This design comes from an exercise in tuning for small area and a short achievable clock period on the open sky130 flow, not from production work.
Only simulation tests tie the RTL to the original design; equivalence was not proved.
Power and IR drop assume default switching activity.

// CPU
module CPU(
	input clk,
	input reset,
	output [4:0] instr_addr,
	input [18:0] instr,
	output reg [18:0] alu_result,
	output rf_we,
	output [2:0] rf_waddr,
	output reg [18:0] rf_wdata,
	output mem_we,
	output [4:0] mem_waddr,
	output [18:0] mem_wdata
);
export LEC_CHECK = 0
export CAP_MARGIN = 20
export CORE_MARGIN = 2
export CORE_UTILIZATION = 60
export SLEW_MARGIN = 20
create_clock -name core_clock -period 19.0 [get_ports {clk}]
standard.sh (not shown) runs the stock make flow with config.mk's settings and CLKGATE_MAP_FILE= SYNTH_SCRIPT=/design/flow/synth_recipe.tcl, a recipe that flattens the netlist after the stock synthesis.
==> flow/flow/run.sh <==
#!/bin/bash
# The standard layout (standard.sh) with these changes:
#  - ABC maps the logic with flow/abc.script (area-recovering mapping) instead
#    of ORFS's abc_speed.script; the rest of the synthesis is synth_recipe.tcl;
#  - repair_timing aims for 5.7 ns of setup slack, and is not run again
#    after global routing (SKIP_INCREMENTAL_REPAIR);
#  - clock tree: no dummy loads, larger sink clusters;
#  - ports are buffered with buf_1 (repair_timing resizes them as needed).
# The SDC (clock period, I/O delays, loads) is the standard flow's, unchanged.
set -euo pipefail
W=$(pwd)
cat > "$W/abc_wrap.tcl" <<EOT
proc abc {args} {
  set i [lsearch \$args -script]
  if {\$i >= 0} { lset args [expr {\$i + 1}] $W/flow/abc.script }
  yosys abc {*}\$args
}
source $W/synth_recipe.tcl
EOT
sed "s#SYNTH_SCRIPT=[^ ]*#SYNTH_SCRIPT=$W/abc_wrap.tcl#" standard.sh > my_standard.sh
export SETUP_SLACK_MARGIN=5.7
export SKIP_INCREMENTAL_REPAIR=1
export CTS_ARGS="-sink_clustering_enable -repair_clock_nets -dont_use_dummy_load -sink_clustering_size 24 -sink_clustering_max_diameter 70"
export BUFFER_PORTS_ARGS="-buffer_cell sky130_fd_sc_hd__buf_1"
bash my_standard.sh finish > standard.log 2>&1
==> flow/flow/abc.script <==
&get -n
&st
&dch
&nf -R 1000
&st
&dch
&nf -R 1000
&put
buffer -c
topo
stime -c
upsize -c
dnsize -c
Edit:
--- a/flow/flow/run.sh
+++ b/flow/flow/run.sh
@@ -4,4 +4,4 @@
 #    of ORFS's abc_speed.script; the rest of the synthesis is synth_recipe.tcl;
-#  - repair_timing aims for 5.7 ns of setup slack, and is not run again
-#    after global routing (SKIP_INCREMENTAL_REPAIR);
+#  - repair_timing aims for 5.3 ns of setup slack up to clock tree synthesis
+#    and 4.9 ns after global routing;
 #  - clock tree: no dummy loads, larger sink clusters;
@@ -20,6 +20,6 @@
 sed "s#SYNTH_SCRIPT=[^ ]*#SYNTH_SCRIPT=$W/abc_wrap.tcl#" standard.sh > my_standard.sh
-export SETUP_SLACK_MARGIN=5.7
-export SKIP_INCREMENTAL_REPAIR=1
+export SETUP_SLACK_MARGIN=5
 export CTS_ARGS="-sink_clustering_enable -repair_clock_nets -dont_use_dummy_load -sink_clustering_size 24 -sink_clustering_max_diameter 70"
 export BUFFER_PORTS_ARGS="-buffer_cell sky130_fd_sc_hd__buf_1"
-bash my_standard.sh finish > standard.log 2>&1
+SETUP_SLACK_MARGIN=5.3 bash my_standard.sh cts > standard_to_cts.log 2>&1
+SETUP_SLACK_MARGIN=4.9 bash my_standard.sh finish > standard.log 2>&1
Worst hold slack loses 3.2 ps.
Design area drops slightly.
Count of clock-buffer cells in the layout does not change.
Total power shrinks slightly.
Global-route usage decreases by 0.37 points.
Final cell count falls slightly.

---

== v6 ==
CPU again, from the RTL that the note above started with.
Settings: LEC_CHECK=0, CAP_MARGIN=20, CORE_MARGIN=2, CORE_UTILIZATION=60, SLEW_MARGIN=20; clock period 19.0 ns.
==> flow/flow/run.sh <==
#!/bin/bash
# The standard layout (standard.sh) with these changes:
#  - ABC maps the logic with flow/abc.script (area-recovering mapping) instead
#    of ORFS's abc_speed.script; the rest of the synthesis is synth_recipe.tcl;
#  - repair_timing aims for SETUP_SLACK_MARGIN ns of setup slack;
#  - clock tree: no dummy loads, larger sink clusters;
#  - ports are buffered with buf_1 (repair_timing resizes them as needed).
# The SDC (clock period, I/O delays, loads) is the standard flow's, unchanged.
set -euo pipefail
W=$(pwd)
cat > "$W/abc_wrap.tcl" <<EOT
proc abc {args} {
  set i [lsearch \$args -script]
  if {\$i >= 0} { lset args [expr {\$i + 1}] $W/flow/abc.script }
  yosys abc {*}\$args
}
source $W/synth_recipe.tcl
EOT
sed "s#SYNTH_SCRIPT=[^ ]*#SYNTH_SCRIPT=$W/abc_wrap.tcl#" standard.sh > my_standard.sh
export SETUP_SLACK_MARGIN=5
export CTS_ARGS="-sink_clustering_enable -repair_clock_nets -dont_use_dummy_load -sink_clustering_size 24 -sink_clustering_max_diameter 70"
export BUFFER_PORTS_ARGS="-buffer_cell sky130_fd_sc_hd__buf_1"
bash my_standard.sh finish > standard.log 2>&1
Scripts as last shown in full above: flow/flow/abc.script
Input changes introduced in v7 (baseline for comparison: v6):
--- a/flow/flow/run.sh
+++ b/flow/flow/run.sh
@@ -5,5 +5,5 @@
 #  - repair_timing aims for SETUP_SLACK_MARGIN ns of setup slack;
 #  - clock tree: no dummy loads, larger sink clusters;
-#  - ports are buffered with buf_1 (repair_timing resizes them as needed).
+#  - ports are buffered with buf_2 (repair_timing resizes them as needed).
 # The SDC (clock period, I/O delays, loads) is the standard flow's, unchanged.
 set -euo pipefail
@@ -18,6 +18,6 @@
 EOT
 sed "s#SYNTH_SCRIPT=[^ ]*#SYNTH_SCRIPT=$W/abc_wrap.tcl#" standard.sh > my_standard.sh
-export SETUP_SLACK_MARGIN=5
+export SETUP_SLACK_MARGIN=5.4
 export CTS_ARGS="-sink_clustering_enable -repair_clock_nets -dont_use_dummy_load -sink_clustering_size 24 -sink_clustering_max_diameter 70"
-export BUFFER_PORTS_ARGS="-buffer_cell sky130_fd_sc_hd__buf_1"
+export BUFFER_PORTS_ARGS="-buffer_cell sky130_fd_sc_hd__buf_2"
 bash my_standard.sh finish > standard.log 2>&1
v7 ends up with a sequential share of cell area that is 2.0 points lower than in v6. v7 vs v6 on largest clock skew in the final design: v7 is the higher one. [compare] base=v6 new=v7: maximum achievable frequency higher, setup slack higher, global-route wire length before repair higher. NOTE: final critical-path required period in v7 falls short of that of v6. On final hold slack: v7 sits above v6. For the register-to-register setup slack, v7 came in 0.16 ns lower than v6 did. Post-CTS clock slew at the launch and capture registers of the worst setup and hold paths for v7: 0.02 ns up relative to v6.

---

Starting RTL as in the previous note.
==> flow/config.mk <==
export PLATFORM = sky130hd
export DESIGN_NAME = CPU
export DESIGN_NICKNAME = CPU
export VERILOG_FILES = /design/flow/design.v
export SDC_FILE = /design/flow/constraint.sdc
export NUM_CORES = 4
export LEC_CHECK = 0
export CAP_MARGIN = 20
export CORE_MARGIN = 2
export CORE_UTILIZATION = 60
export SLEW_MARGIN = 20
==> flow/constraint.sdc <==
create_clock -name core_clock -period 19.0 [get_ports {clk}]
set_input_delay 3.8000 -clock core_clock [delete_from_list [all_inputs] [get_ports {clk}]]
set_output_delay 3.8000 -clock core_clock [all_outputs]
set_load 0.01 [all_outputs]
==> flow/flow/run.sh <==
#!/bin/bash
# The standard layout (standard.sh) with these changes:
#  - ABC maps the logic with flow/abc.script (area-recovering mapping) instead
#    of ORFS's abc_speed.script; the rest of the synthesis is synth_recipe.tcl;
#  - repair_timing aims for 5.4 ns of setup slack, and is not run again
#    after global routing (SKIP_INCREMENTAL_REPAIR);
#  - clock tree: no dummy loads, larger sink clusters;
#  - ports are buffered with buf_1 (repair_timing resizes them as needed).
# The SDC (clock period, I/O delays, loads) is the standard flow's, unchanged.
set -euo pipefail
W=$(pwd)
cat > "$W/abc_wrap.tcl" <<EOT
proc abc {args} {
  set i [lsearch \$args -script]
  if {\$i >= 0} { lset args [expr {\$i + 1}] $W/flow/abc.script }
  yosys abc {*}\$args
}
source $W/synth_recipe.tcl
EOT
sed "s#SYNTH_SCRIPT=[^ ]*#SYNTH_SCRIPT=$W/abc_wrap.tcl#" standard.sh > my_standard.sh
export SETUP_SLACK_MARGIN=5.4
export SKIP_INCREMENTAL_REPAIR=1
export CTS_ARGS="-sink_clustering_enable -repair_clock_nets -dont_use_dummy_load -sink_clustering_size 24 -sink_clustering_max_diameter 70"
export BUFFER_PORTS_ARGS="-buffer_cell sky130_fd_sc_hd__buf_1"
bash my_standard.sh finish > standard.log 2>&1
Scripts as last shown in full above: flow/flow/abc.script
==> next run, changes <==
==> flow/flow/run.sh (replaced) <==
#!/bin/bash
# The standard layout (standard.sh) with these changes:
#  - ABC maps the logic with flow/abc.script (area-recovering mapping) instead
#    of ORFS's abc_speed.script; the rest of the synthesis is synth_recipe.tcl;
#  - no full/half-adder cell extraction (ADDER_MAP_FILE empty), so ABC sees
#    and times the adders together with the rest of the logic;
#  - repair_timing aims for SETUP_SLACK_MARGIN ns of setup slack;
#  - clock tree: no dummy loads, larger sink clusters;
#  - ports are buffered with buf_2 (repair_timing resizes them as needed).
# The SDC (clock period, I/O delays, loads) is the standard flow's, unchanged.
set -euo pipefail
W=$(pwd)
cat > "$W/abc_wrap.tcl" <<EOT
proc abc {args} {
  set i [lsearch \$args -script]
  if {\$i >= 0} { lset args [expr {\$i + 1}] $W/flow/abc.script }
  yosys abc {*}\$args
}
source $W/synth_recipe.tcl
EOT
sed "s#SYNTH_SCRIPT=[^ ]*#SYNTH_SCRIPT=$W/abc_wrap.tcl#" standard.sh > my_standard.sh
export ADDER_MAP_FILE=
export SETUP_SLACK_MARGIN=${MARGIN:-5}
export CTS_ARGS="-sink_clustering_enable -repair_clock_nets -dont_use_dummy_load -sink_clustering_size 30 -sink_clustering_max_diameter 80"
export BUFFER_PORTS_ARGS="-buffer_cell sky130_fd_sc_hd__buf_2"
bash my_standard.sh finish > standard.log 2>&1
Settings changed: CORE_UTILIZATION 60 to 40.
The changed run went through all stages and came out clean.
Critical path depth climbs by 1.
Utilization drops by 19 points.
Count of clock-buffer cells in the layout drops by 5.
Setup slack got worse by 560 ps.
Power climbs by 22%.
Final cell count climbs by 18%.
==> next run, changes <==
--- a/flow/flow/run.sh
+++ b/flow/flow/run.sh
@@ -4,4 +4,2 @@
 #    of ORFS's abc_speed.script; the rest of the synthesis is synth_recipe.tcl;
-#  - no full/half-adder cell extraction (ADDER_MAP_FILE empty), so ABC sees
-#    and times the adders together with the rest of the logic;
 #  - repair_timing aims for SETUP_SLACK_MARGIN ns of setup slack;
@@ -21,5 +19,4 @@
 sed "s#SYNTH_SCRIPT=[^ ]*#SYNTH_SCRIPT=$W/abc_wrap.tcl#" standard.sh > my_standard.sh
-export ADDER_MAP_FILE=
 export SETUP_SLACK_MARGIN=${MARGIN:-5}
-export CTS_ARGS="-sink_clustering_enable -repair_clock_nets -dont_use_dummy_load -sink_clustering_size 30 -sink_clustering_max_diameter 80"
+export CTS_ARGS="-sink_clustering_enable -repair_clock_nets -dont_use_dummy_load -sink_clustering_size 24 -sink_clustering_max_diameter 70"
 export BUFFER_PORTS_ARGS="-buffer_cell sky130_fd_sc_hd__buf_2"
Settings changed: CORE_UTILIZATION 40 to 60.
- The new run produced a clean layout
- utilization is higher by 20 points
- routed wire length falls by 7.8%
- worst hold slack gets worse by 20 ps
- cell count decreases by 16%
- die area shrinks by 32%

[port drivers added, routing unchanged]
In the flow no input, the clock included, has a driving cell. The finished layouts below were timed again as built, in two steps. Step 1 (the two cells are an assumption about what drives the block):
set clk [get_ports {clk}]
set_driving_cell -lib_cell sky130_fd_sc_hd__clkbuf_16 $clk
set_driving_cell -lib_cell sky130_fd_sc_hd__buf_2 [delete_from_list [all_inputs] $clk]
Step 2 also shifts input and output timing later by t, the mid clock arrival at the registers, as if the neighbouring blocks saw the same clock. a / b / c = ideal / step 1 / step 2; a / b = the first two.
run | shift t [ns] | setup WS [ns] | worst setup path at the end | worst data-port slew with drivers (ns) | pins driven straight from the clock port
the first run of note 1 | 0.649 | 5.390 / 5.349 / 5.349 | input to output | 0.06 | 1
the second run of note 1 | 0.653 | 5.177 / 5.150 / 5.150 | input to output | 0.07 | 1
v6 | 0.637 | 5.256 / 5.234 / 5.234 | input to output | 0.05 | 1
v7 | 0.617 | 5.376 / 5.328 / 5.328 | input to output | 0.07 | 1
the first run of note 3 | 0.647 | 5.251 / 5.222 / 5.222 | input to output | 0.05 | 1
the second run of note 3 | 0.639 | 4.689 / 4.620 / 4.620 | input to output | 0.13 | 1
the third run of note 3 | 0.650 | 5.204 / 5.182 / 5.182 | input to output | 0.04 | 1
After both steps every run listed still meets setup and hold. The setup slack of the second run of note 3, which loses most, moves by -0.069 ns with the drivers and by -0.069 ns with both steps.
